What follows belongs to an exercise in optimizing a design on an open flow for small area, a short achievable clock period and few clock cycles per item; a production flow would make more cautious choices. For this run, only the layout was checked, not whether the RTL still works.

<file path="flow/flow/run.sh">
#!/bin/bash
set -euo pipefail
bash standard.sh SETUP_SLACK_MARGIN=6.25 finish > standard.log 2>&1
</file>
<file path="flow/standard.sh">
#!/bin/bash
# synth_recipe.tcl (not shown) runs the flow's synth.tcl, then flattens the netlist and writes it again
# the make line also repeats each setting of config.mk as NAME=value (left out here)
make -C /OpenROAD-flow-scripts/flow DESIGN_CONFIG=/design/flow/config.mk WORK_HOME=/design/flow/orfs CLKGATE_MAP_FILE= SYNTH_SCRIPT=/design/flow/synth_recipe.tcl "${@:-finish}"
</file>
<file path="flow/config.mk">
export PLATFORM = sky130hd
export DESIGN_NAME = geofence
export DESIGN_NICKNAME = geofence
export VERILOG_FILES = /design/flow/design.v
export SDC_FILE = /design/flow/constraint.sdc
export NUM_CORES = 4
export LEC_CHECK = 0
export ABC_CLOCK_PERIOD_IN_PS = 4000
export CAP_MARGIN = 20
export CORE_MARGIN = 2
export CORE_UTILIZATION = 40
export SLEW_MARGIN = 20
export SYNTH_HIERARCHICAL = 1
</file>
<file path="flow/constraint.sdc">
create_clock -name core_clock -period 12.0 [get_ports {clk}]
set_input_delay 2.4000 -clock core_clock [delete_from_list [all_inputs] [get_ports {clk}]]
set_output_delay 2.4000 -clock core_clock [all_outputs]
set_load 0.01 [all_outputs]
</file>
<file path="flow/design.v">
module geofence (clk, reset, X, Y, valid, is_inside);
input clk;
input reset;
input [9:0] X;
input [9:0] Y;
output valid;
output is_inside;
reg  [3:0] cnt;       
reg  [9:0] px, py;
reg  [9:0] dmx, dmy_n, rmx_n, rmy, lmx_n, lmy;
reg        dsx, dsy, rsx, rsy, lsx, lsy;    
reg        in_flag;
wire [10:0] ex = {1'b0, X} - {1'b0, px};
wire [10:0] ey = {1'b0, Y} - {1'b0, py};
wire        nx = ex[10], ny = ey[10];
wire [9:0]  ox, oy;
assign ox[0] = 1'b0;
assign oy[0] = 1'b0;
genvar j;
generate
    for (j = 1; j < 10; j = j + 1) begin : g_abs
        assign ox[j] = ox[j-1] | ex[j-1];
        assign oy[j] = oy[j-1] | ey[j-1];
    end
endgenerate
wire        zx = ~(ox[9] | ex[9]), zy = ~(oy[9] | ey[9]);    
always @(posedge clk) begin
    dmx <= ex[9:0] ^ ({10{nx}} & ox);
    dmy_n <= ~(ey[9:0] ^ ({10{ny}} & oy));
    dsx <= nx | (zx & ny);
    dsy <= ny | (zy & ~nx);
end
wire tie = ~dsy;
wire npa, nql;
wire pa = ~npa, ql = ~nql;
cross_pos u_a (.usx(rsx), .unx(rmx_n), .usy(rsy), .umy(rmy),
               .wsx(dsx), .wmx(dmx), .wsy(dsy), .nwy(dmy_n), .tie(tie), .npos(npa));
cross_pos u_b (.usx(lsx), .unx(lmx_n), .usy(lsy), .umy(lmy),
               .wsx(dsx), .wmx(dmx), .wsy(dsy), .nwy(dmy_n), .tie(tie), .npos(nql));
wire pb = ~ql;        
always @(posedge clk or posedge reset) begin
    if (reset)            cnt <= 4'd0;
    else if (cnt[3])      cnt <= 4'd0;
    else                  cnt <= cnt + 4'd1;
end
wire first = (cnt == 4'd2);
always @(posedge clk) begin
    if (cnt == 4'd0) begin
        px <= X;
        py <= Y;
    end
    if (first || (!pa && pb)) begin
        rmx_n <= ~dmx; rsx <= dsx; rmy <= ~dmy_n; rsy <= dsy;
    end
    if (first || (pa && !pb)) begin
        lmx_n <= ~dmx; lsx <= dsx; lmy <= ~dmy_n; lsy <= dsy;
    end
    if (first)                          in_flag <= 1'b0;
    else if (!pa && !pb)               in_flag <= 1'b1;
end
assign valid = cnt[3];
assign is_inside = in_flag;
endmodule
module cross_pos (usx, unx, usy, umy, wsx, wmx, wsy, nwy, tie, npos);
input usx, usy, wsx, wsy, tie;
input [9:0] unx, umy, wmx, nwy;    
output npos;            
wire sa = usx ^ wsy;    
wire sb = usy ^ wsx;    
wire t = tie ^ sa;      
wire nsa = ~sa;
wire k1;
wire k2;
wire k3;
wire k4;
wire k5;
wire k6;
wire k7;
wire k8;
wire k9;
wire k10;
wire k11;
wire k12;
wire k13;
wire k14;
wire k15;
wire k16;
wire k17;
wire k18;
wire k19;
wire k20;
wire k21;
wire k22;
wire k23;
wire k24;
wire k25;
wire k26;
wire k27;
wire k28;
wire k29;
wire k30;
wire k31;
wire k32;
wire k33;
wire k34;
wire k35;
wire k36;
wire k37;
wire k38;
wire k39;
wire k40;
wire k41;
wire k42;
wire k43;
wire k44;
wire k45;
wire k46;
wire k47;
wire k48;
wire k49;
wire k50;
wire k51;
wire k52;
wire k53;
wire k54;
wire k55;
wire k56;
wire k57;
wire k58;
wire k59;
wire k60;
wire k61;
wire k62;
wire k63;
wire k64;
wire k65;
wire k66;
wire k67;
wire k68;
wire k69;
wire k70;
wire k71;
wire k72;
wire k73;
wire k74;
wire k75;
wire k76;
wire k77;
wire k78;
wire k79;
wire k80;
wire k81;
wire k82;
wire k83;
wire k84;
wire k85;
wire k86;
wire k87;
wire k88;
wire k89;
wire k90;
wire k91;
wire k92;
wire k93;
wire k94;
wire k95;
wire k96;
wire k97;
wire k98;
wire k99;
wire k100;
wire k101;
wire k102;
wire k103;
wire k104;
wire k105;
wire k106;
wire k107;
wire k108;
wire k109;
wire k110;
wire k111;
wire k112;
wire k113;
wire k114;
wire k115;
wire k116;
wire k117;
wire k118;
wire k119;
wire k120;
wire k121;
wire k122;
wire k123;
wire k124;
wire k125;
wire k126;
wire k127;
wire k128;
wire k129;
wire k130;
wire k131;
wire k132;
wire k133;
wire k134;
wire k135;
wire k136;
wire k137;
wire k138;
wire k139;
wire k140;
wire k141;
wire k142;
wire k143;
wire k144;
wire k145;
wire k146;
wire k147;
wire k148;
wire k149;
wire k150;
wire k151;
wire k152;
wire k153;
wire k154;
wire k155;
wire k156;
wire k157;
wire k158;
wire k159;
wire k160;
wire k161;
wire k162;
wire k163;
wire k164;
wire k165;
wire k166;
wire k167;
wire k168;
wire k169;
wire k170;
wire k171;
wire k172;
wire k173;
wire k174;
wire k175;
wire k176;
wire k177;
wire k178;
wire k179;
wire k180;
wire k181;
wire k182;
wire k183;
wire k184;
wire k185;
wire k186;
wire k187;
wire k188;
wire k189;
wire k190;
wire k191;
wire k192;
wire k193;
wire k194;
wire k195;
wire k196;
wire k197;
wire k198;
wire k199;
wire k200;
wire k201;
wire k202;
wire k203;
wire k204;
wire k205;
wire k206;
wire k207;
wire s208;
wire c209;
wire s210;
wire c211;
wire k212;
wire k213;
wire s214;
wire c215;
wire s216;
wire c217;
wire s218;
wire c219;
wire s220;
wire c221;
wire s222;
wire c223;
wire s224;
wire c225;
wire s226;
wire c227;
wire s228;
wire c229;
wire s230;
wire c231;
wire s232;
wire c233;
wire s234;
wire c235;
wire s236;
wire c237;
wire s238;
wire c239;
wire s240;
wire c241;
wire s242;
wire c243;
wire s244;
wire c245;
wire s246;
wire c247;
wire s248;
wire c249;
wire s250;
wire c251;
wire s252;
wire c253;
wire s254;
wire c255;
wire s256;
wire c257;
wire s258;
wire c259;
wire s260;
wire c261;
wire s262;
wire c263;
wire k264;
wire k265;
wire k266;
wire k267;
wire s268;
wire c269;
wire s270;
wire c271;
wire s272;
wire c273;
wire s274;
wire c275;
wire s276;
wire c277;
wire s278;
wire c279;
wire s280;
wire c281;
wire s282;
wire c283;
wire s284;
wire c285;
wire s286;
wire c287;
wire s288;
wire c289;
wire s290;
wire c291;
wire s292;
wire c293;
wire s294;
wire c295;
wire s296;
wire c297;
wire s298;
wire c299;
wire s300;
wire c301;
wire s302;
wire c303;
wire s304;
wire c305;
wire s306;
wire c307;
wire s308;
wire c309;
wire s310;
wire c311;
wire s312;
wire c313;
wire s314;
wire c315;
wire s316;
wire c317;
wire s318;
wire c319;
wire s320;
wire c321;
wire s322;
wire c323;
wire s324;
wire c325;
wire s326;
wire c327;
wire s328;
wire c329;
wire s330;
wire c331;
wire s332;
wire c333;
wire s334;
wire c335;
wire s336;
wire c337;
wire s338;
wire c339;
wire s340;
wire c341;
wire s342;
wire c343;
wire k344;
wire k345;
wire k346;
wire s347;
wire c348;
wire s349;
wire c350;
wire s351;
wire c352;
wire s353;
wire c354;
wire s355;
wire c356;
wire s357;
wire c358;
wire s359;
wire c360;
wire s361;
wire c362;
wire s363;
wire c364;
wire s365;
wire c366;
wire s367;
wire c368;
wire s369;
wire c370;
wire s371;
wire c372;
wire s373;
wire c374;
wire s375;
wire c376;
wire s377;
wire c378;
wire s379;
wire c380;
wire s381;
wire c382;
wire s383;
wire c384;
wire s385;
wire c386;
wire s387;
wire c388;
wire s389;
wire c390;
wire s391;
wire c392;
wire s393;
wire c394;
wire s395;
wire c396;
wire s397;
wire c398;
wire s399;
wire c400;
wire s401;
wire c402;
wire s403;
wire c404;
wire s405;
wire c406;
wire s407;
wire c408;
wire s409;
wire c410;
wire s411;
wire c412;
wire s413;
wire c414;
wire s415;
wire c416;
wire s417;
wire c418;
wire s419;
wire c420;
wire s421;
wire c422;
wire s423;
wire c424;
wire k425;
wire s426;
wire c427;
wire s428;
wire c429;
wire s430;
wire c431;
wire s432;
wire c433;
wire s434;
wire c435;
wire s436;
wire c437;
wire s438;
wire c439;
wire s440;
wire c441;
wire s442;
wire c443;
wire s444;
wire c445;
wire s446;
wire c447;
wire s448;
wire c449;
wire s450;
wire c451;
wire s452;
wire c453;
wire s454;
wire c455;
wire s456;
wire c457;
wire s458;
wire c459;
wire s460;
wire c461;
wire s462;
wire c463;
wire s464;
wire c465;
wire s466;
wire c467;
wire s468;
wire c469;
wire s470;
wire c471;
wire s472;
wire c473;
wire s474;
wire c475;
wire s476;
wire c477;
wire s478;
wire c479;
wire s480;
wire c481;
wire s482;
wire c483;
wire s484;
wire c485;
wire s486;
wire c487;
wire s488;
wire c489;
wire s490;
wire c491;
wire s492;
wire c493;
wire s494;
wire c495;
wire s496;
wire c497;
wire s498;
wire c499;
wire s500;
wire c501;
wire s502;
wire c503;
wire s504;
wire c505;
wire s506;
wire c507;
wire s508;
wire c509;
wire s510;
wire c511;
wire s512;
wire c513;
wire s514;
wire c515;
wire s516;
wire c517;
wire s518;
wire c519;
wire s520;
wire c521;
wire s522;
wire c523;
wire s524;
wire c525;
wire s526;
wire c527;
wire s528;
wire c529;
wire s530;
wire c531;
wire s532;
wire c533;
wire s534;
wire c535;
wire s536;
wire c537;
wire s538;
wire c539;
wire s540;
wire c541;
wire s542;
wire c543;
wire s544;
wire c545;
wire s546;
wire c547;
wire s548;
wire c549;
wire s550;
wire c551;
wire s552;
wire c553;
wire s554;
wire c555;
wire s556;
wire c557;
wire s558;
wire c559;
wire s560;
wire c561;
wire s562;
wire c563;
wire k564;
wire k565;
wire k566;
wire k567;
wire k568;
wire k569;
wire k570;
wire k571;
wire k572;
wire k573;
wire k574;
wire k575;
wire k576;
wire k577;
wire k578;
wire k579;
wire k580;
wire k581;
wire k582;
wire k583;
wire k584;
wire k585;
wire k586;
wire k587;
wire k588;
wire k589;
wire k590;
wire k591;
wire k592;
wire k593;
wire k594;
wire k595;
wire k596;
wire k597;
wire k598;
wire k599;
wire k600;
wire k601;
wire k602;
wire k603;
wire k604;
wire k605;
wire k606;
wire k607;
wire k608;
wire k609;
wire k610;
wire k611;
wire k612;
wire k613;
wire k614;
wire k615;
wire k616;
wire k617;
wire k618;
wire k619;
wire k620;
wire k621;
wire k622;
wire k623;
wire k624;
wire k625;
wire k626;
wire k627;
wire k628;
wire k629;
wire k630;
wire k631;
wire k632;
wire k633;
wire k634;
wire k635;
wire k636;
wire k637;
wire k638;
wire k639;
nor2_cell uk1 (.a(unx[0]), .b(nwy[0]), .y(k1));
nand2_cell uk2 (.a(umy[0]), .b(wmx[0]), .y(k2));
nor2_cell uk3 (.a(unx[0]), .b(nwy[1]), .y(k3));
nand2_cell uk4 (.a(umy[0]), .b(wmx[1]), .y(k4));
nor2_cell uk5 (.a(unx[0]), .b(nwy[2]), .y(k5));
nand2_cell uk6 (.a(umy[0]), .b(wmx[2]), .y(k6));
nor2_cell uk7 (.a(unx[0]), .b(nwy[3]), .y(k7));
nand2_cell uk8 (.a(umy[0]), .b(wmx[3]), .y(k8));
nor2_cell uk9 (.a(unx[0]), .b(nwy[4]), .y(k9));
nand2_cell uk10 (.a(umy[0]), .b(wmx[4]), .y(k10));
nor2_cell uk11 (.a(unx[0]), .b(nwy[5]), .y(k11));
nand2_cell uk12 (.a(umy[0]), .b(wmx[5]), .y(k12));
nor2_cell uk13 (.a(unx[0]), .b(nwy[6]), .y(k13));
nand2_cell uk14 (.a(umy[0]), .b(wmx[6]), .y(k14));
nor2_cell uk15 (.a(unx[0]), .b(nwy[7]), .y(k15));
nand2_cell uk16 (.a(umy[0]), .b(wmx[7]), .y(k16));
nor2_cell uk17 (.a(unx[0]), .b(nwy[8]), .y(k17));
nand2_cell uk18 (.a(umy[0]), .b(wmx[8]), .y(k18));
nor2_cell uk19 (.a(unx[0]), .b(nwy[9]), .y(k19));
nand2_cell uk20 (.a(umy[0]), .b(wmx[9]), .y(k20));
nor2_cell uk21 (.a(unx[1]), .b(nwy[0]), .y(k21));
nand2_cell uk22 (.a(umy[1]), .b(wmx[0]), .y(k22));
nor2_cell uk23 (.a(unx[1]), .b(nwy[1]), .y(k23));
nand2_cell uk24 (.a(umy[1]), .b(wmx[1]), .y(k24));
nor2_cell uk25 (.a(unx[1]), .b(nwy[2]), .y(k25));
nand2_cell uk26 (.a(umy[1]), .b(wmx[2]), .y(k26));
nor2_cell uk27 (.a(unx[1]), .b(nwy[3]), .y(k27));
nand2_cell uk28 (.a(umy[1]), .b(wmx[3]), .y(k28));
nor2_cell uk29 (.a(unx[1]), .b(nwy[4]), .y(k29));
nand2_cell uk30 (.a(umy[1]), .b(wmx[4]), .y(k30));
nor2_cell uk31 (.a(unx[1]), .b(nwy[5]), .y(k31));
nand2_cell uk32 (.a(umy[1]), .b(wmx[5]), .y(k32));
nor2_cell uk33 (.a(unx[1]), .b(nwy[6]), .y(k33));
nand2_cell uk34 (.a(umy[1]), .b(wmx[6]), .y(k34));
nor2_cell uk35 (.a(unx[1]), .b(nwy[7]), .y(k35));
nand2_cell uk36 (.a(umy[1]), .b(wmx[7]), .y(k36));
nor2_cell uk37 (.a(unx[1]), .b(nwy[8]), .y(k37));
nand2_cell uk38 (.a(umy[1]), .b(wmx[8]), .y(k38));
nor2_cell uk39 (.a(unx[1]), .b(nwy[9]), .y(k39));
nand2_cell uk40 (.a(umy[1]), .b(wmx[9]), .y(k40));
nor2_cell uk41 (.a(unx[2]), .b(nwy[0]), .y(k41));
nand2_cell uk42 (.a(umy[2]), .b(wmx[0]), .y(k42));
nor2_cell uk43 (.a(unx[2]), .b(nwy[1]), .y(k43));
nand2_cell uk44 (.a(umy[2]), .b(wmx[1]), .y(k44));
nor2_cell uk45 (.a(unx[2]), .b(nwy[2]), .y(k45));
nand2_cell uk46 (.a(umy[2]), .b(wmx[2]), .y(k46));
nor2_cell uk47 (.a(unx[2]), .b(nwy[3]), .y(k47));
nand2_cell uk48 (.a(umy[2]), .b(wmx[3]), .y(k48));
nor2_cell uk49 (.a(unx[2]), .b(nwy[4]), .y(k49));
nand2_cell uk50 (.a(umy[2]), .b(wmx[4]), .y(k50));
nor2_cell uk51 (.a(unx[2]), .b(nwy[5]), .y(k51));
nand2_cell uk52 (.a(umy[2]), .b(wmx[5]), .y(k52));
nor2_cell uk53 (.a(unx[2]), .b(nwy[6]), .y(k53));
nand2_cell uk54 (.a(umy[2]), .b(wmx[6]), .y(k54));
nor2_cell uk55 (.a(unx[2]), .b(nwy[7]), .y(k55));
nand2_cell uk56 (.a(umy[2]), .b(wmx[7]), .y(k56));
nor2_cell uk57 (.a(unx[2]), .b(nwy[8]), .y(k57));
nand2_cell uk58 (.a(umy[2]), .b(wmx[8]), .y(k58));
nor2_cell uk59 (.a(unx[2]), .b(nwy[9]), .y(k59));
nand2_cell uk60 (.a(umy[2]), .b(wmx[9]), .y(k60));
nor2_cell uk61 (.a(unx[3]), .b(nwy[0]), .y(k61));
nand2_cell uk62 (.a(umy[3]), .b(wmx[0]), .y(k62));
nor2_cell uk63 (.a(unx[3]), .b(nwy[1]), .y(k63));
nand2_cell uk64 (.a(umy[3]), .b(wmx[1]), .y(k64));
nor2_cell uk65 (.a(unx[3]), .b(nwy[2]), .y(k65));
nand2_cell uk66 (.a(umy[3]), .b(wmx[2]), .y(k66));
nor2_cell uk67 (.a(unx[3]), .b(nwy[3]), .y(k67));
nand2_cell uk68 (.a(umy[3]), .b(wmx[3]), .y(k68));
nor2_cell uk69 (.a(unx[3]), .b(nwy[4]), .y(k69));
nand2_cell uk70 (.a(umy[3]), .b(wmx[4]), .y(k70));
nor2_cell uk71 (.a(unx[3]), .b(nwy[5]), .y(k71));
nand2_cell uk72 (.a(umy[3]), .b(wmx[5]), .y(k72));
nor2_cell uk73 (.a(unx[3]), .b(nwy[6]), .y(k73));
nand2_cell uk74 (.a(umy[3]), .b(wmx[6]), .y(k74));
nor2_cell uk75 (.a(unx[3]), .b(nwy[7]), .y(k75));
nand2_cell uk76 (.a(umy[3]), .b(wmx[7]), .y(k76));
nor2_cell uk77 (.a(unx[3]), .b(nwy[8]), .y(k77));
nand2_cell uk78 (.a(umy[3]), .b(wmx[8]), .y(k78));
nor2_cell uk79 (.a(unx[3]), .b(nwy[9]), .y(k79));
nand2_cell uk80 (.a(umy[3]), .b(wmx[9]), .y(k80));
nor2_cell uk81 (.a(unx[4]), .b(nwy[0]), .y(k81));
nand2_cell uk82 (.a(umy[4]), .b(wmx[0]), .y(k82));
nor2_cell uk83 (.a(unx[4]), .b(nwy[1]), .y(k83));
nand2_cell uk84 (.a(umy[4]), .b(wmx[1]), .y(k84));
nor2_cell uk85 (.a(unx[4]), .b(nwy[2]), .y(k85));
nand2_cell uk86 (.a(umy[4]), .b(wmx[2]), .y(k86));
nor2_cell uk87 (.a(unx[4]), .b(nwy[3]), .y(k87));
nand2_cell uk88 (.a(umy[4]), .b(wmx[3]), .y(k88));
nor2_cell uk89 (.a(unx[4]), .b(nwy[4]), .y(k89));
nand2_cell uk90 (.a(umy[4]), .b(wmx[4]), .y(k90));
nor2_cell uk91 (.a(unx[4]), .b(nwy[5]), .y(k91));
nand2_cell uk92 (.a(umy[4]), .b(wmx[5]), .y(k92));
nor2_cell uk93 (.a(unx[4]), .b(nwy[6]), .y(k93));
nand2_cell uk94 (.a(umy[4]), .b(wmx[6]), .y(k94));
nor2_cell uk95 (.a(unx[4]), .b(nwy[7]), .y(k95));
nand2_cell uk96 (.a(umy[4]), .b(wmx[7]), .y(k96));
nor2_cell uk97 (.a(unx[4]), .b(nwy[8]), .y(k97));
nand2_cell uk98 (.a(umy[4]), .b(wmx[8]), .y(k98));
nor2_cell uk99 (.a(unx[4]), .b(nwy[9]), .y(k99));
nand2_cell uk100 (.a(umy[4]), .b(wmx[9]), .y(k100));
nor2_cell uk101 (.a(unx[5]), .b(nwy[0]), .y(k101));
nand2_cell uk102 (.a(umy[5]), .b(wmx[0]), .y(k102));
nor2_cell uk103 (.a(unx[5]), .b(nwy[1]), .y(k103));
nand2_cell uk104 (.a(umy[5]), .b(wmx[1]), .y(k104));
nor2_cell uk105 (.a(unx[5]), .b(nwy[2]), .y(k105));
nand2_cell uk106 (.a(umy[5]), .b(wmx[2]), .y(k106));
nor2_cell uk107 (.a(unx[5]), .b(nwy[3]), .y(k107));
nand2_cell uk108 (.a(umy[5]), .b(wmx[3]), .y(k108));
nor2_cell uk109 (.a(unx[5]), .b(nwy[4]), .y(k109));
nand2_cell uk110 (.a(umy[5]), .b(wmx[4]), .y(k110));
nor2_cell uk111 (.a(unx[5]), .b(nwy[5]), .y(k111));
nand2_cell uk112 (.a(umy[5]), .b(wmx[5]), .y(k112));
nor2_cell uk113 (.a(unx[5]), .b(nwy[6]), .y(k113));
nand2_cell uk114 (.a(umy[5]), .b(wmx[6]), .y(k114));
nor2_cell uk115 (.a(unx[5]), .b(nwy[7]), .y(k115));
nand2_cell uk116 (.a(umy[5]), .b(wmx[7]), .y(k116));
nor2_cell uk117 (.a(unx[5]), .b(nwy[8]), .y(k117));
nand2_cell uk118 (.a(umy[5]), .b(wmx[8]), .y(k118));
nor2_cell uk119 (.a(unx[5]), .b(nwy[9]), .y(k119));
nand2_cell uk120 (.a(umy[5]), .b(wmx[9]), .y(k120));
nor2_cell uk121 (.a(unx[6]), .b(nwy[0]), .y(k121));
nand2_cell uk122 (.a(umy[6]), .b(wmx[0]), .y(k122));
nor2_cell uk123 (.a(unx[6]), .b(nwy[1]), .y(k123));
nand2_cell uk124 (.a(umy[6]), .b(wmx[1]), .y(k124));
nor2_cell uk125 (.a(unx[6]), .b(nwy[2]), .y(k125));
nand2_cell uk126 (.a(umy[6]), .b(wmx[2]), .y(k126));
nor2_cell uk127 (.a(unx[6]), .b(nwy[3]), .y(k127));
nand2_cell uk128 (.a(umy[6]), .b(wmx[3]), .y(k128));
nor2_cell uk129 (.a(unx[6]), .b(nwy[4]), .y(k129));
nand2_cell uk130 (.a(umy[6]), .b(wmx[4]), .y(k130));
nor2_cell uk131 (.a(unx[6]), .b(nwy[5]), .y(k131));
nand2_cell uk132 (.a(umy[6]), .b(wmx[5]), .y(k132));
nor2_cell uk133 (.a(unx[6]), .b(nwy[6]), .y(k133));
nand2_cell uk134 (.a(umy[6]), .b(wmx[6]), .y(k134));
nor2_cell uk135 (.a(unx[6]), .b(nwy[7]), .y(k135));
nand2_cell uk136 (.a(umy[6]), .b(wmx[7]), .y(k136));
nor2_cell uk137 (.a(unx[6]), .b(nwy[8]), .y(k137));
nand2_cell uk138 (.a(umy[6]), .b(wmx[8]), .y(k138));
nor2_cell uk139 (.a(unx[6]), .b(nwy[9]), .y(k139));
nand2_cell uk140 (.a(umy[6]), .b(wmx[9]), .y(k140));
nor2_cell uk141 (.a(unx[7]), .b(nwy[0]), .y(k141));
nand2_cell uk142 (.a(umy[7]), .b(wmx[0]), .y(k142));
nor2_cell uk143 (.a(unx[7]), .b(nwy[1]), .y(k143));
nand2_cell uk144 (.a(umy[7]), .b(wmx[1]), .y(k144));
nor2_cell uk145 (.a(unx[7]), .b(nwy[2]), .y(k145));
nand2_cell uk146 (.a(umy[7]), .b(wmx[2]), .y(k146));
nor2_cell uk147 (.a(unx[7]), .b(nwy[3]), .y(k147));
nand2_cell uk148 (.a(umy[7]), .b(wmx[3]), .y(k148));
nor2_cell uk149 (.a(unx[7]), .b(nwy[4]), .y(k149));
nand2_cell uk150 (.a(umy[7]), .b(wmx[4]), .y(k150));
nor2_cell uk151 (.a(unx[7]), .b(nwy[5]), .y(k151));
nand2_cell uk152 (.a(umy[7]), .b(wmx[5]), .y(k152));
nor2_cell uk153 (.a(unx[7]), .b(nwy[6]), .y(k153));
nand2_cell uk154 (.a(umy[7]), .b(wmx[6]), .y(k154));
nor2_cell uk155 (.a(unx[7]), .b(nwy[7]), .y(k155));
nand2_cell uk156 (.a(umy[7]), .b(wmx[7]), .y(k156));
nor2_cell uk157 (.a(unx[7]), .b(nwy[8]), .y(k157));
nand2_cell uk158 (.a(umy[7]), .b(wmx[8]), .y(k158));
nor2_cell uk159 (.a(unx[7]), .b(nwy[9]), .y(k159));
nand2_cell uk160 (.a(umy[7]), .b(wmx[9]), .y(k160));
nor2_cell uk161 (.a(unx[8]), .b(nwy[0]), .y(k161));
nand2_cell uk162 (.a(umy[8]), .b(wmx[0]), .y(k162));
nor2_cell uk163 (.a(unx[8]), .b(nwy[1]), .y(k163));
nand2_cell uk164 (.a(umy[8]), .b(wmx[1]), .y(k164));
nor2_cell uk165 (.a(unx[8]), .b(nwy[2]), .y(k165));
nand2_cell uk166 (.a(umy[8]), .b(wmx[2]), .y(k166));
nor2_cell uk167 (.a(unx[8]), .b(nwy[3]), .y(k167));
nand2_cell uk168 (.a(umy[8]), .b(wmx[3]), .y(k168));
nor2_cell uk169 (.a(unx[8]), .b(nwy[4]), .y(k169));
nand2_cell uk170 (.a(umy[8]), .b(wmx[4]), .y(k170));
nor2_cell uk171 (.a(unx[8]), .b(nwy[5]), .y(k171));
nand2_cell uk172 (.a(umy[8]), .b(wmx[5]), .y(k172));
nor2_cell uk173 (.a(unx[8]), .b(nwy[6]), .y(k173));
nand2_cell uk174 (.a(umy[8]), .b(wmx[6]), .y(k174));
nor2_cell uk175 (.a(unx[8]), .b(nwy[7]), .y(k175));
nand2_cell uk176 (.a(umy[8]), .b(wmx[7]), .y(k176));
nor2_cell uk177 (.a(unx[8]), .b(nwy[8]), .y(k177));
nand2_cell uk178 (.a(umy[8]), .b(wmx[8]), .y(k178));
nor2_cell uk179 (.a(unx[8]), .b(nwy[9]), .y(k179));
nand2_cell uk180 (.a(umy[8]), .b(wmx[9]), .y(k180));
nor2_cell uk181 (.a(unx[9]), .b(nwy[0]), .y(k181));
nand2_cell uk182 (.a(umy[9]), .b(wmx[0]), .y(k182));
nor2_cell uk183 (.a(unx[9]), .b(nwy[1]), .y(k183));
nand2_cell uk184 (.a(umy[9]), .b(wmx[1]), .y(k184));
nor2_cell uk185 (.a(unx[9]), .b(nwy[2]), .y(k185));
nand2_cell uk186 (.a(umy[9]), .b(wmx[2]), .y(k186));
nor2_cell uk187 (.a(unx[9]), .b(nwy[3]), .y(k187));
nand2_cell uk188 (.a(umy[9]), .b(wmx[3]), .y(k188));
nor2_cell uk189 (.a(unx[9]), .b(nwy[4]), .y(k189));
nand2_cell uk190 (.a(umy[9]), .b(wmx[4]), .y(k190));
nor2_cell uk191 (.a(unx[9]), .b(nwy[5]), .y(k191));
nand2_cell uk192 (.a(umy[9]), .b(wmx[5]), .y(k192));
nor2_cell uk193 (.a(unx[9]), .b(nwy[6]), .y(k193));
nand2_cell uk194 (.a(umy[9]), .b(wmx[6]), .y(k194));
nor2_cell uk195 (.a(unx[9]), .b(nwy[7]), .y(k195));
nand2_cell uk196 (.a(umy[9]), .b(wmx[7]), .y(k196));
nor2_cell uk197 (.a(unx[9]), .b(nwy[8]), .y(k197));
nand2_cell uk198 (.a(umy[9]), .b(wmx[8]), .y(k198));
nor2_cell uk199 (.a(unx[9]), .b(nwy[9]), .y(k199));
nand2_cell uk200 (.a(umy[9]), .b(wmx[9]), .y(k200));
xnor2_cell uk201 (.a(k109), .b(k110), .y(k201));
or2_cell uk202 (.a(k109), .b(k110), .y(k202));
inv_cell uk203 (.a(k111), .y(k203));
xnor2_cell uk204 (.a(k103), .b(k104), .y(k204));
or2_cell uk205 (.a(k103), .b(k104), .y(k205));
xnor2_cell uk206 (.a(k105), .b(k106), .y(k206));
or2_cell uk207 (.a(k105), .b(k106), .y(k207));
fa_cell us208 (.a(k123), .b(k124), .c(k141), .s(s208), .co(c209));
assign s210 = k142 ^ k15;
assign c211 = k142 & k15;
xnor2_cell uk212 (.a(k107), .b(k108), .y(k212));
or2_cell uk213 (.a(k107), .b(k108), .y(k213));
fa_cell us214 (.a(k125), .b(k126), .c(k143), .s(s214), .co(c215));
fa_cell us216 (.a(k144), .b(k161), .c(k162), .s(s216), .co(c217));
fa_cell us218 (.a(k17), .b(k18), .c(k35), .s(s218), .co(c219));
assign s220 = k36 ^ k53;
assign c221 = k36 & k53;
fa_cell us222 (.a(k127), .b(k128), .c(k145), .s(s222), .co(c223));
fa_cell us224 (.a(k146), .b(k163), .c(k164), .s(s224), .co(c225));
fa_cell us226 (.a(k181), .b(k182), .c(k19), .s(s226), .co(c227));
fa_cell us228 (.a(k20), .b(k37), .c(k38), .s(s228), .co(c229));
fa_cell us230 (.a(k55), .b(k56), .c(k73), .s(s230), .co(c231));
assign s232 = k74 ^ k91;
assign c233 = k74 & k91;
fa_cell us234 (.a(k112), .b(k129), .c(k130), .s(s234), .co(c235));
fa_cell us236 (.a(k147), .b(k148), .c(k165), .s(s236), .co(c237));
fa_cell us238 (.a(k166), .b(k183), .c(k184), .s(s238), .co(c239));
fa_cell us240 (.a(k39), .b(k40), .c(k57), .s(s240), .co(c241));
fa_cell us242 (.a(k58), .b(k75), .c(k76), .s(s242), .co(c243));
fa_cell us244 (.a(k93), .b(k94), .c(k202), .s(s244), .co(c245));
fa_cell us246 (.a(k113), .b(k114), .c(k131), .s(s246), .co(c247));
fa_cell us248 (.a(k132), .b(k149), .c(k150), .s(s248), .co(c249));
fa_cell us250 (.a(k167), .b(k168), .c(k185), .s(s250), .co(c251));
fa_cell us252 (.a(k186), .b(k59), .c(k60), .s(s252), .co(c253));
fa_cell us254 (.a(k77), .b(k78), .c(k95), .s(s254), .co(c255));
fa_cell us256 (.a(k115), .b(k116), .c(k133), .s(s256), .co(c257));
fa_cell us258 (.a(k134), .b(k151), .c(k152), .s(s258), .co(c259));
fa_cell us260 (.a(k169), .b(k170), .c(k187), .s(s260), .co(c261));
fa_cell us262 (.a(k100), .b(k117), .c(k118), .s(s262), .co(c263));
xnor2_cell uk264 (.a(k10), .b(k27), .y(k264));
or2_cell uk265 (.a(k10), .b(k27), .y(k265));
xnor2_cell uk266 (.a(k101), .b(k102), .y(k266));
or2_cell uk267 (.a(k101), .b(k102), .y(k267));
fa_cell us268 (.a(k11), .b(k12), .c(k29), .s(s268), .co(c269));
assign s270 = k30 ^ k47;
assign c271 = k30 & k47;
fa_cell us272 (.a(k121), .b(k122), .c(k13), .s(s272), .co(c273));
fa_cell us274 (.a(k14), .b(k31), .c(k32), .s(s274), .co(c275));
fa_cell us276 (.a(k49), .b(k50), .c(k67), .s(s276), .co(c277));
assign s278 = k68 ^ k85;
assign c279 = k68 & k85;
fa_cell us280 (.a(k16), .b(k33), .c(k34), .s(s280), .co(c281));
fa_cell us282 (.a(k51), .b(k52), .c(k69), .s(s282), .co(c283));
fa_cell us284 (.a(k70), .b(k87), .c(k88), .s(s284), .co(c285));
fa_cell us286 (.a(k205), .b(k206), .c(s210), .s(s286), .co(c287));
fa_cell us288 (.a(k54), .b(k71), .c(k72), .s(s288), .co(c289));
fa_cell us290 (.a(k89), .b(k90), .c(k207), .s(s290), .co(c291));
fa_cell us292 (.a(c211), .b(k212), .c(s220), .s(s292), .co(c293));
fa_cell us294 (.a(c209), .b(s214), .c(s216), .s(s294), .co(c295));
fa_cell us296 (.a(k92), .b(k213), .c(c221), .s(s296), .co(c297));
fa_cell us298 (.a(k201), .b(s232), .c(c215), .s(s298), .co(c299));
fa_cell us300 (.a(c217), .b(c219), .c(s222), .s(s300), .co(c301));
fa_cell us302 (.a(s224), .b(s226), .c(s228), .s(s302), .co(c303));
fa_cell us304 (.a(c233), .b(k203), .c(c223), .s(s304), .co(c305));
fa_cell us306 (.a(c225), .b(c227), .c(c229), .s(s306), .co(c307));
fa_cell us308 (.a(c231), .b(s234), .c(s236), .s(s308), .co(c309));
fa_cell us310 (.a(s238), .b(s240), .c(s242), .s(s310), .co(c311));
fa_cell us312 (.a(k96), .b(k111), .c(c235), .s(s312), .co(c313));
fa_cell us314 (.a(c237), .b(c239), .c(c241), .s(s314), .co(c315));
fa_cell us316 (.a(c243), .b(s246), .c(s248), .s(s316), .co(c317));
fa_cell us318 (.a(s250), .b(s252), .c(s254), .s(s318), .co(c319));
fa_cell us320 (.a(k188), .b(k79), .c(k80), .s(s320), .co(c321));
fa_cell us322 (.a(k97), .b(k98), .c(c247), .s(s322), .co(c323));
fa_cell us324 (.a(c249), .b(c251), .c(c253), .s(s324), .co(c325));
fa_cell us326 (.a(c255), .b(s256), .c(s258), .s(s326), .co(c327));
fa_cell us328 (.a(k135), .b(k136), .c(k153), .s(s328), .co(c329));
fa_cell us330 (.a(k154), .b(k171), .c(k172), .s(s330), .co(c331));
fa_cell us332 (.a(k189), .b(k190), .c(k99), .s(s332), .co(c333));
fa_cell us334 (.a(c257), .b(c259), .c(c261), .s(s334), .co(c335));
fa_cell us336 (.a(k119), .b(k120), .c(k137), .s(s336), .co(c337));
fa_cell us338 (.a(k138), .b(k155), .c(k156), .s(s338), .co(c339));
fa_cell us340 (.a(k173), .b(k174), .c(k191), .s(s340), .co(c341));
fa_cell us342 (.a(k139), .b(k140), .c(k157), .s(s342), .co(c343));
inv_cell uk344 (.a(k23), .y(k344));
xnor2_cell uk345 (.a(k25), .b(k26), .y(k345));
or2_cell uk346 (.a(k25), .b(k26), .y(k346));
fa_cell us347 (.a(k43), .b(k44), .c(k61), .s(s347), .co(c348));
fa_cell us349 (.a(k28), .b(k45), .c(k46), .s(s349), .co(c350));
fa_cell us351 (.a(k63), .b(k64), .c(k81), .s(s351), .co(c352));
assign s353 = k82 ^ k9;
assign c354 = k82 & k9;
fa_cell us355 (.a(k48), .b(k65), .c(k66), .s(s355), .co(c356));
fa_cell us357 (.a(k83), .b(k84), .c(k265), .s(s357), .co(c358));
fa_cell us359 (.a(k266), .b(s270), .c(s268), .s(s359), .co(c360));
fa_cell us361 (.a(k86), .b(k267), .c(c271), .s(s361), .co(c362));
fa_cell us363 (.a(k204), .b(s278), .c(c269), .s(s363), .co(c364));
fa_cell us365 (.a(s272), .b(s274), .c(s276), .s(s365), .co(c366));
fa_cell us367 (.a(c279), .b(c273), .c(c275), .s(s367), .co(c368));
fa_cell us369 (.a(c277), .b(s208), .c(s280), .s(s369), .co(c370));
fa_cell us371 (.a(s282), .b(s284), .c(s286), .s(s371), .co(c372));
fa_cell us373 (.a(c281), .b(c283), .c(c285), .s(s373), .co(c374));
fa_cell us375 (.a(s218), .b(s288), .c(s290), .s(s375), .co(c376));
fa_cell us377 (.a(c287), .b(s292), .c(s294), .s(s377), .co(c378));
fa_cell us379 (.a(c289), .b(s230), .c(c291), .s(s379), .co(c380));
fa_cell us381 (.a(c293), .b(s296), .c(c295), .s(s381), .co(c382));
fa_cell us383 (.a(s298), .b(s300), .c(s302), .s(s383), .co(c384));
fa_cell us385 (.a(c297), .b(s244), .c(c299), .s(s385), .co(c386));
fa_cell us387 (.a(c301), .b(c303), .c(s304), .s(s387), .co(c388));
fa_cell us389 (.a(s306), .b(s308), .c(s310), .s(s389), .co(c390));
fa_cell us391 (.a(c245), .b(c305), .c(c307), .s(s391), .co(c392));
fa_cell us393 (.a(c309), .b(c311), .c(s312), .s(s393), .co(c394));
fa_cell us395 (.a(s314), .b(s316), .c(s318), .s(s395), .co(c396));
fa_cell us397 (.a(s260), .b(s320), .c(c313), .s(s397), .co(c398));
fa_cell us399 (.a(c315), .b(c317), .c(c319), .s(s399), .co(c400));
fa_cell us401 (.a(s322), .b(s324), .c(s326), .s(s401), .co(c402));
fa_cell us403 (.a(c321), .b(s262), .c(s328), .s(s403), .co(c404));
fa_cell us405 (.a(s330), .b(s332), .c(c323), .s(s405), .co(c406));
fa_cell us407 (.a(c325), .b(c327), .c(s334), .s(s407), .co(c408));
fa_cell us409 (.a(k192), .b(c263), .c(c329), .s(s409), .co(c410));
fa_cell us411 (.a(c331), .b(c333), .c(s336), .s(s411), .co(c412));
fa_cell us413 (.a(s338), .b(s340), .c(c335), .s(s413), .co(c414));
fa_cell us415 (.a(k158), .b(k175), .c(k176), .s(s415), .co(c416));
fa_cell us417 (.a(k193), .b(k194), .c(c337), .s(s417), .co(c418));
fa_cell us419 (.a(c339), .b(c341), .c(s342), .s(s419), .co(c420));
fa_cell us421 (.a(k159), .b(k160), .c(k177), .s(s421), .co(c422));
fa_cell us423 (.a(k178), .b(k195), .c(k196), .s(s423), .co(c424));
inv_cell uk425 (.a(k21), .y(k425));
fa_cell us426 (.a(k24), .b(k41), .c(k42), .s(s426), .co(c427));
assign s428 = k5 ^ k6;
assign c429 = k5 & k6;
fa_cell us430 (.a(k62), .b(k7), .c(k8), .s(s430), .co(c431));
fa_cell us432 (.a(k23), .b(k345), .c(s347), .s(s432), .co(c433));
fa_cell us434 (.a(k346), .b(k264), .c(s353), .s(s434), .co(c435));
fa_cell us436 (.a(c348), .b(s349), .c(s351), .s(s436), .co(c437));
fa_cell us438 (.a(c354), .b(c350), .c(c352), .s(s438), .co(c439));
fa_cell us440 (.a(s355), .b(s357), .c(s359), .s(s440), .co(c441));
fa_cell us442 (.a(c356), .b(c358), .c(s361), .s(s442), .co(c443));
fa_cell us444 (.a(c360), .b(s363), .c(s365), .s(s444), .co(c445));
fa_cell us446 (.a(c362), .b(c364), .c(c366), .s(s446), .co(c447));
fa_cell us448 (.a(s367), .b(s369), .c(s371), .s(s448), .co(c449));
fa_cell us450 (.a(c368), .b(c370), .c(s373), .s(s450), .co(c451));
fa_cell us452 (.a(s375), .b(c372), .c(s377), .s(s452), .co(c453));
fa_cell us454 (.a(c374), .b(c376), .c(s379), .s(s454), .co(c455));
fa_cell us456 (.a(c378), .b(s381), .c(s383), .s(s456), .co(c457));
fa_cell us458 (.a(c380), .b(c382), .c(s385), .s(s458), .co(c459));
fa_cell us460 (.a(c384), .b(s387), .c(s389), .s(s460), .co(c461));
fa_cell us462 (.a(c386), .b(c388), .c(s391), .s(s462), .co(c463));
fa_cell us464 (.a(c390), .b(s393), .c(s395), .s(s464), .co(c465));
fa_cell us466 (.a(c392), .b(c394), .c(s397), .s(s466), .co(c467));
fa_cell us468 (.a(c396), .b(s399), .c(s401), .s(s468), .co(c469));
fa_cell us470 (.a(s403), .b(c398), .c(c400), .s(s470), .co(c471));
fa_cell us472 (.a(s405), .b(c402), .c(s407), .s(s472), .co(c473));
fa_cell us474 (.a(c404), .b(s409), .c(s411), .s(s474), .co(c475));
fa_cell us476 (.a(c406), .b(c408), .c(s413), .s(s476), .co(c477));
fa_cell us478 (.a(s415), .b(c410), .c(c412), .s(s478), .co(c479));
fa_cell us480 (.a(s417), .b(s419), .c(c414), .s(s480), .co(c481));
fa_cell us482 (.a(c343), .b(c416), .c(s421), .s(s482), .co(c483));
fa_cell us484 (.a(s423), .b(c418), .c(c420), .s(s484), .co(c485));
fa_cell us486 (.a(k179), .b(k180), .c(k197), .s(s486), .co(c487));
fa_cell us488 (.a(k198), .b(c422), .c(c424), .s(s488), .co(c489));
assign s490 = k22 ^ k3;
assign c491 = k22 & k3;
fa_cell us492 (.a(k21), .b(k344), .c(s428), .s(s492), .co(c493));
fa_cell us494 (.a(c429), .b(c427), .c(s430), .s(s494), .co(c495));
fa_cell us496 (.a(c431), .b(s434), .c(c433), .s(s496), .co(c497));
fa_cell us498 (.a(c435), .b(c437), .c(s438), .s(s498), .co(c499));
fa_cell us500 (.a(c439), .b(s442), .c(c441), .s(s500), .co(c501));
fa_cell us502 (.a(c443), .b(c445), .c(s446), .s(s502), .co(c503));
fa_cell us504 (.a(c447), .b(s450), .c(c449), .s(s504), .co(c505));
fa_cell us506 (.a(c451), .b(s454), .c(c453), .s(s506), .co(c507));
fa_cell us508 (.a(c455), .b(s458), .c(c457), .s(s508), .co(c509));
fa_cell us510 (.a(c459), .b(s462), .c(c461), .s(s510), .co(c511));
fa_cell us512 (.a(c463), .b(s466), .c(c465), .s(s512), .co(c513));
fa_cell us514 (.a(c467), .b(s470), .c(c469), .s(s514), .co(c515));
fa_cell us516 (.a(s474), .b(c471), .c(c473), .s(s516), .co(c517));
fa_cell us518 (.a(c475), .b(s478), .c(s480), .s(s518), .co(c519));
fa_cell us520 (.a(s482), .b(c479), .c(s484), .s(s520), .co(c521));
fa_cell us522 (.a(s486), .b(c483), .c(s488), .s(s522), .co(c523));
fa_cell us524 (.a(k199), .b(k200), .c(c487), .s(s524), .co(c525));
assign s526 = t ^ k1;
assign c527 = t & k1;
fa_cell us528 (.a(k4), .b(k425), .c(s490), .s(s528), .co(c529));
fa_cell us530 (.a(c491), .b(s426), .c(s492), .s(s530), .co(c531));
fa_cell us532 (.a(c493), .b(s432), .c(s494), .s(s532), .co(c533));
fa_cell us534 (.a(c495), .b(s436), .c(s496), .s(s534), .co(c535));
fa_cell us536 (.a(c497), .b(s498), .c(s440), .s(s536), .co(c537));
fa_cell us538 (.a(c499), .b(s444), .c(s500), .s(s538), .co(c539));
fa_cell us540 (.a(s448), .b(c501), .c(s502), .s(s540), .co(c541));
fa_cell us542 (.a(c503), .b(s452), .c(s504), .s(s542), .co(c543));
fa_cell us544 (.a(s456), .b(c505), .c(s506), .s(s544), .co(c545));
fa_cell us546 (.a(s460), .b(c507), .c(s508), .s(s546), .co(c547));
fa_cell us548 (.a(s464), .b(c509), .c(s510), .s(s548), .co(c549));
fa_cell us550 (.a(s468), .b(c511), .c(s512), .s(s550), .co(c551));
fa_cell us552 (.a(s472), .b(c513), .c(s514), .s(s552), .co(c553));
fa_cell us554 (.a(s476), .b(s516), .c(c515), .s(s554), .co(c555));
fa_cell us556 (.a(c477), .b(s518), .c(c517), .s(s556), .co(c557));
fa_cell us558 (.a(c481), .b(s520), .c(c519), .s(s558), .co(c559));
fa_cell us560 (.a(c485), .b(s522), .c(c521), .s(s560), .co(c561));
fa_cell us562 (.a(c489), .b(s524), .c(c523), .s(s562), .co(c563));
nand2_cell uk564 (.a(s526), .b(k2), .y(k564));
nand2_cell uk565 (.a(c527), .b(s528), .y(k565));
nor2_cell uk566 (.a(c527), .b(s528), .y(k566));
nand2_cell uk567 (.a(c529), .b(s530), .y(k567));
nor2_cell uk568 (.a(c529), .b(s530), .y(k568));
nand2_cell uk569 (.a(c531), .b(s532), .y(k569));
nor2_cell uk570 (.a(c531), .b(s532), .y(k570));
nand2_cell uk571 (.a(c533), .b(s534), .y(k571));
nor2_cell uk572 (.a(c533), .b(s534), .y(k572));
nand2_cell uk573 (.a(c535), .b(s536), .y(k573));
nor2_cell uk574 (.a(c535), .b(s536), .y(k574));
nand2_cell uk575 (.a(c537), .b(s538), .y(k575));
nor2_cell uk576 (.a(c537), .b(s538), .y(k576));
nand2_cell uk577 (.a(c539), .b(s540), .y(k577));
nor2_cell uk578 (.a(c539), .b(s540), .y(k578));
nand2_cell uk579 (.a(c541), .b(s542), .y(k579));
nor2_cell uk580 (.a(c541), .b(s542), .y(k580));
nand2_cell uk581 (.a(c543), .b(s544), .y(k581));
nor2_cell uk582 (.a(c543), .b(s544), .y(k582));
nand2_cell uk583 (.a(c545), .b(s546), .y(k583));
nor2_cell uk584 (.a(c545), .b(s546), .y(k584));
nand2_cell uk585 (.a(c547), .b(s548), .y(k585));
nor2_cell uk586 (.a(c547), .b(s548), .y(k586));
nand2_cell uk587 (.a(c549), .b(s550), .y(k587));
nor2_cell uk588 (.a(c549), .b(s550), .y(k588));
nand2_cell uk589 (.a(c551), .b(s552), .y(k589));
nor2_cell uk590 (.a(c551), .b(s552), .y(k590));
nand2_cell uk591 (.a(c553), .b(s554), .y(k591));
nor2_cell uk592 (.a(c553), .b(s554), .y(k592));
nand2_cell uk593 (.a(c555), .b(s556), .y(k593));
nor2_cell uk594 (.a(c555), .b(s556), .y(k594));
nand2_cell uk595 (.a(c557), .b(s558), .y(k595));
nor2_cell uk596 (.a(c557), .b(s558), .y(k596));
nand2_cell uk597 (.a(c559), .b(s560), .y(k597));
nor2_cell uk598 (.a(c559), .b(s560), .y(k598));
nand2_cell uk599 (.a(c561), .b(s562), .y(k599));
nor2_cell uk600 (.a(c561), .b(s562), .y(k600));
nand2_cell uk601 (.a(c563), .b(c525), .y(k601));
nor2_cell uk602 (.a(c563), .b(c525), .y(k602));
oai21_cell uk603 (.a1(k602), .a2(k599), .b1(k601), .y(k603));
nor2_cell uk604 (.a(k602), .b(k600), .y(k604));
oai21_cell uk605 (.a1(k598), .a2(k595), .b1(k597), .y(k605));
nor2_cell uk606 (.a(k598), .b(k596), .y(k606));
oai21_cell uk607 (.a1(k594), .a2(k591), .b1(k593), .y(k607));
nor2_cell uk608 (.a(k594), .b(k592), .y(k608));
oai21_cell uk609 (.a1(k590), .a2(k587), .b1(k589), .y(k609));
nor2_cell uk610 (.a(k590), .b(k588), .y(k610));
oai21_cell uk611 (.a1(k586), .a2(k583), .b1(k585), .y(k611));
nor2_cell uk612 (.a(k586), .b(k584), .y(k612));
oai21_cell uk613 (.a1(k582), .a2(k579), .b1(k581), .y(k613));
nor2_cell uk614 (.a(k582), .b(k580), .y(k614));
oai21_cell uk615 (.a1(k578), .a2(k575), .b1(k577), .y(k615));
nor2_cell uk616 (.a(k578), .b(k576), .y(k616));
oai21_cell uk617 (.a1(k574), .a2(k571), .b1(k573), .y(k617));
nor2_cell uk618 (.a(k574), .b(k572), .y(k618));
oai21_cell uk619 (.a1(k570), .a2(k567), .b1(k569), .y(k619));
nor2_cell uk620 (.a(k570), .b(k568), .y(k620));
oai21_cell uk621 (.a1(k566), .a2(k564), .b1(k565), .y(k621));
aoi21_cell uk622 (.a1(k604), .a2(k605), .b1(k603), .y(k622));
nand2_cell uk623 (.a(k604), .b(k606), .y(k623));
aoi21_cell uk624 (.a1(k608), .a2(k609), .b1(k607), .y(k624));
nand2_cell uk625 (.a(k608), .b(k610), .y(k625));
aoi21_cell uk626 (.a1(k612), .a2(k613), .b1(k611), .y(k626));
nand2_cell uk627 (.a(k612), .b(k614), .y(k627));
aoi21_cell uk628 (.a1(k616), .a2(k617), .b1(k615), .y(k628));
nand2_cell uk629 (.a(k616), .b(k618), .y(k629));
aoi21_cell uk630 (.a1(k620), .a2(k621), .b1(k619), .y(k630));
oai21_cell uk631 (.a1(k623), .a2(k624), .b1(k622), .y(k631));
nor2_cell uk632 (.a(k623), .b(k625), .y(k632));
oai21_cell uk633 (.a1(k627), .a2(k628), .b1(k626), .y(k633));
nor2_cell uk634 (.a(k627), .b(k629), .y(k634));
inv_cell uk635 (.a(k630), .y(k635));
aoi21_cell uk636 (.a1(k632), .a2(k633), .b1(k631), .y(k636));
nand2_cell uk637 (.a(k632), .b(k634), .y(k637));
inv_cell uk638 (.a(k635), .y(k638));
oai21_cell uk639 (.a1(k637), .a2(k638), .b1(k636), .y(k639));
mux2i_cell u_sel (.s(k639), .a1(nsa), .a0(sb), .y(npos));
endmodule
module xnor2_cell (a, b, y);
input a, b;
output y;
assign y = ~(a ^ b);
endmodule
module or2_cell (a, b, y);
input a, b;
output y;
assign y = a | b;
endmodule
module nand2_cell (a, b, y);
input a, b;
output y;
assign y = ~(a & b);
endmodule
module nor2_cell (a, b, y);
input a, b;
output y;
assign y = ~(a | b);
endmodule
module inv_cell (a, y);
input a;
output y;
assign y = ~a;
endmodule
module aoi21_cell (a1, a2, b1, y);
input a1, a2, b1;
output y;
assign y = ~((a1 & a2) | b1);
endmodule
module oai21_cell (a1, a2, b1, y);
input a1, a2, b1;
output y;
assign y = ~((a1 | a2) & b1);
endmodule
module mux2i_cell (s, a1, a0, y);
input s, a1, a0;
output y;
assign y = ~(s ? a1 : a0);
endmodule
module fa_cell (a, b, c, s, co);
input a, b, c;
output s, co;
assign s = a ^ b ^ c;
assign co = (a & b) | (a & c) | (b & c);
endmodule
</file>
==> results.sh <==
export IMPL_arrival_ns=5.71
export IMPL_synthCells=1269
export IMPL_synth_avg_cell_area_um2=10.5
export IMPL_critPathTopFamily="adder cells"
export IMPL_avgViaCountPerCell=5.32
export IMPL_nNetsFinal=1764
export IMPL_final_cell_mix="329 x fa_1, 278 x nor2_1, 262 x nand2_1"
export IMPL_fillers=3077
export IMPL_portBuffers=23
export IMPL_routed_wl_mm=34.9
export IMPL_cpPeakStageDelay_ns=0.69
export IMPL_core_rowCount=66
export IMPL_cts_sinks=91
export IMPL_required_ns=12.11
export IMPL_htree_levels=3
export IMPL_numCtsBuffers=9
export IMPL_final_common_cell="fa_1"
export IMPL_antenna_found_initial=0
export IMPL_first_pass_iters=5
export IMPL_final_hold_viol_count=0
export IMPL_cp_slowest_cell="edfxtp_1"
export IMPL_path_buf_inv=2
export IMPL_ys_ff_latch=91
export IMPL_grt_pass1_wl_mm=56.1
export IMPL_synthArstFlopShare=0.0440
export IMPL_ys_types=55
export IMPL_drive_gt1_frac=0.0908
export IMPL_synth_flop_cell="edfxtp_1"
export IMPL_num_antenna_cells=0
export IMPL_initialDrtViolationCount=915
export IMPL_clockBufferDepth=2
export IMPL_path_clk_slew_ns=0.07
export IMPL_wire_per_inst_um=19.2
export IMPL_final_max_slew_violation_count=0
export IMPL_path_cells="nand2_1 -> fa_1 -> fa_1 -> fa_1 -> fa_1 -> fa_1 -> fa_1 -> nor2_1 -> nor2_1 -> nand2_1 -> o21ai_1 -> a21oi_2 -> o21ai_2 -> mux2i_4 -> buf_4 -> o21bai_4 -> buf_12"
export IMPL_fmax_mhz=179
export IMPL_fin_tns_setup_ns=0
export IMPL_core_mm2=0.0327
export IMPL_crit_fanout=11
export IMPL_track_usage=0.206
export IMPL_period_minus_slack_ns=5.59
export IMPL_crit_type="flip-flop to flip-flop"
export IMPL_num_vias=9665
export IMPL_maxCapViolations=0
export IMPL_tritoncts="built"
export IMPL_rsz0062_at_grt="false"
export IMPL_pin_count=24
export IMPL_start_kind="flip-flop"
export IMPL_status="no timing/DRC/antenna violations"
export IMPL_die_w_um=187
export IMPL_synth_edf_count=64
export IMPL_insertion_delay_ns=0.35
export IMPL_worst_pin_slew_ns=1.15
export IMPL_first_global_vias=10415
export IMPL_ys_seq_area_frac=0.186
export IMPL_ys_warn_count=7
export IMPL_area_delta_synth_final_pct=13.1
export IMPL_start_util=0.409
export IMPL_synth_nets=1662
export IMPL_gp_congestion=0.836
export IMPL_overflow=0
export IMPL_period_share=0.466
export IMPL_crit_top_cell="fa_1"
export IMPL_root_buffer="clkbuf_16"
export IMPL_clock_skew_ns=0.00886
export IMPL_synthesis_area_mm2=0.0134
export IMPL_dp_hpwl_mm=24.9
export IMPL_drcViolationCount=0
export IMPL_hp_class="flip-flop to flip-flop"
export IMPL_dieArea_mm2=0.0349
export IMPL_setup_viol=0
export IMPL_holdWs_ns=0.459
export IMPL_grt_max_degree=23
export IMPL_die_h_um=187
export IMPL_slew_headroom=0.230
export IMPL_endpoint_kind="flip-flop"
export IMPL_ant_nets=0
## synthesized netlist by cell type, types with 5 or more instances
library cell	number	area, um^2
o21a_1	5	37.5
fa_1	329	6590
dfxtp_1	23	460
o21ai_0	11	55.1
a21oi_1	18	90.1
xnor2_1	38	333
o21ai_1	27	135
a21oi_2	13	114
nor2b_1	5	31.3
edfxtp_1	64	1920
nand2_1	262	983
or2_1	15	93.8
xor2_1	10	87.6
a21o_1	6	45.0
nand2b_1	5	31.3
inv_1	61	229
nor2_1	279	1050
ha_1	42	526
## area by class of cell
cell class | instances | area [um^2] | share of cell area
clock buffers | 10 | 229 | 0.0151
clock inverters | 6 | 47.5 | 0.00314
inverters | 61 | 229 | 0.0151
multi-input cells | 1117 | 10700 | 0.710
flip-flops and latches | 91 | 2520 | 0.167
well taps | 442 | 553 | 0.0365
repair buffers | 91 | 806 | 0.0532
## layer usage
| layer | vias up | share of wire | global-route usage |
|---|---|---|---|
| met3 | 51 | 0.087 | 0.0392 |
| met4 | 0 | 0.019 | 0.0510 |
| met5 | - | 0 | 0 |
| met2 | 440 | 0.49 | 0.346 |
| met1 | 4924 | 0.40 | 0.276 |
| li1 | 4250 | - | - |
## sequential cells by signal (all words and copies together), names as in the netlist
signal,count
in_flag,1
dsx,1
py,10
dmy_n,10
rsx,1
lmx_n,10
lsy,1
cnt,4
dmx,10
lsx,1
px,10
lmy,10
rmx_n,10
rmy,10
rsy,1
dsy,1
## cells by family (layout without fill, tap and decap cells)
logic type               Yosys count  in the layout  synth area share
AND/OR/NAND/NOR                  589            589             0.176
adder cells (fa/ha/maj)          371            371             0.531
AO/OA/AOI/OAI                    103            105            0.0522
flip-flops                        91             91             0.186
buffers and inverters             63            168            0.0182
XOR/XNOR                          50             50            0.0350
multiplexers                       2              2           0.00150
## path summary, 6_finish.rpt
path	from	depth (start not counted)	slack [ns]	endpoint
hold / removal	cnt[0]$_DFF_PP0_	1	0.46	cnt[0]$_DFF_PP0_
setup / recovery	rmy[3]$_DFFE_PP_	17	6.41	lmx_n[9]$_DFFE_PP_
hold reg to reg	cnt[0]$_DFF_PP0_	1	0.46	cnt[0]$_DFF_PP0_
setup reg to reg	rmy[3]$_DFFE_PP_	17	6.41	lmx_n[9]$_DFFE_PP_
max in group asynchronous	reset	2	9.62	cnt[2]$_DFF_PP0_
min in group asynchronous	reset	2	2.23	cnt[1]$_DFF_PP0_
## Yosys stat by module, one instance, submodules excluded, excerpt
module	cells	times used	flops+latches
aoi21_cell	1	12	0
cross_pos	12	2	0
geofence	329	1	91
inv_cell	1	10	0
mux2i_cell	1	2	0
nand2_cell	1	250	0
oai21_cell	1	26	0
## repair_timing
| item | CTS | global route |
|---|---|---|
| hold buffers | 0 | 0 |
| setup buffers | 20 | 38 |
| endpoints found under the setup margin | 45 | 45 |
| gates cloned | 1 | 1 |
| pin swaps | 1 | 2 |
| gates resized for setup | 24 | 12 |
## metrics by stage
stage / setup slack, ns / instances / utilization / instance area [um^2]
floorplan: 6.59 / 1269 / - / 13400
global placement: 5.44 / 1742 / 0.435 / 14200
detailed placement: 5.39 / 1742 / 0.435 / 14200
CTS: 6.25 / 1779 / 0.450 / 14700
global route: 6.17 / 1818 / 0.463 / 15100
finish: 6.41 / 1818 / 0.463 / 15100

re-timing with driven ports:
Ports are ideal in the flow. The routed layout listed here was re-timed in OpenROAD. Step 1 assumes that a clkbuf_16 drives the clock port and a buf_2 every other input. Step 2 adds t to the input delays and takes it off the output delays; t is the mean of the earliest and latest rising clock arrival at the registers after step 1. Input paths then give back, and output paths get back, about the clock's delay inside the block. Three values: ideal ports, drivers, drivers and shift; two values: the first two.
t, ns: 0.385
slack for setup (ns): 6.407 / 6.407 / 6.407
worst hold slack (ns): 0.459 / 0.459 / 0.459
worst setup path at the end: register to register
latest minus earliest clock arrival (ns): 0.009 / 0.009
After both steps setup and hold are still met in this run. For this run, drivers alone change the setup slack by 0.000 ns; drivers and shift together by 0.000 ns.
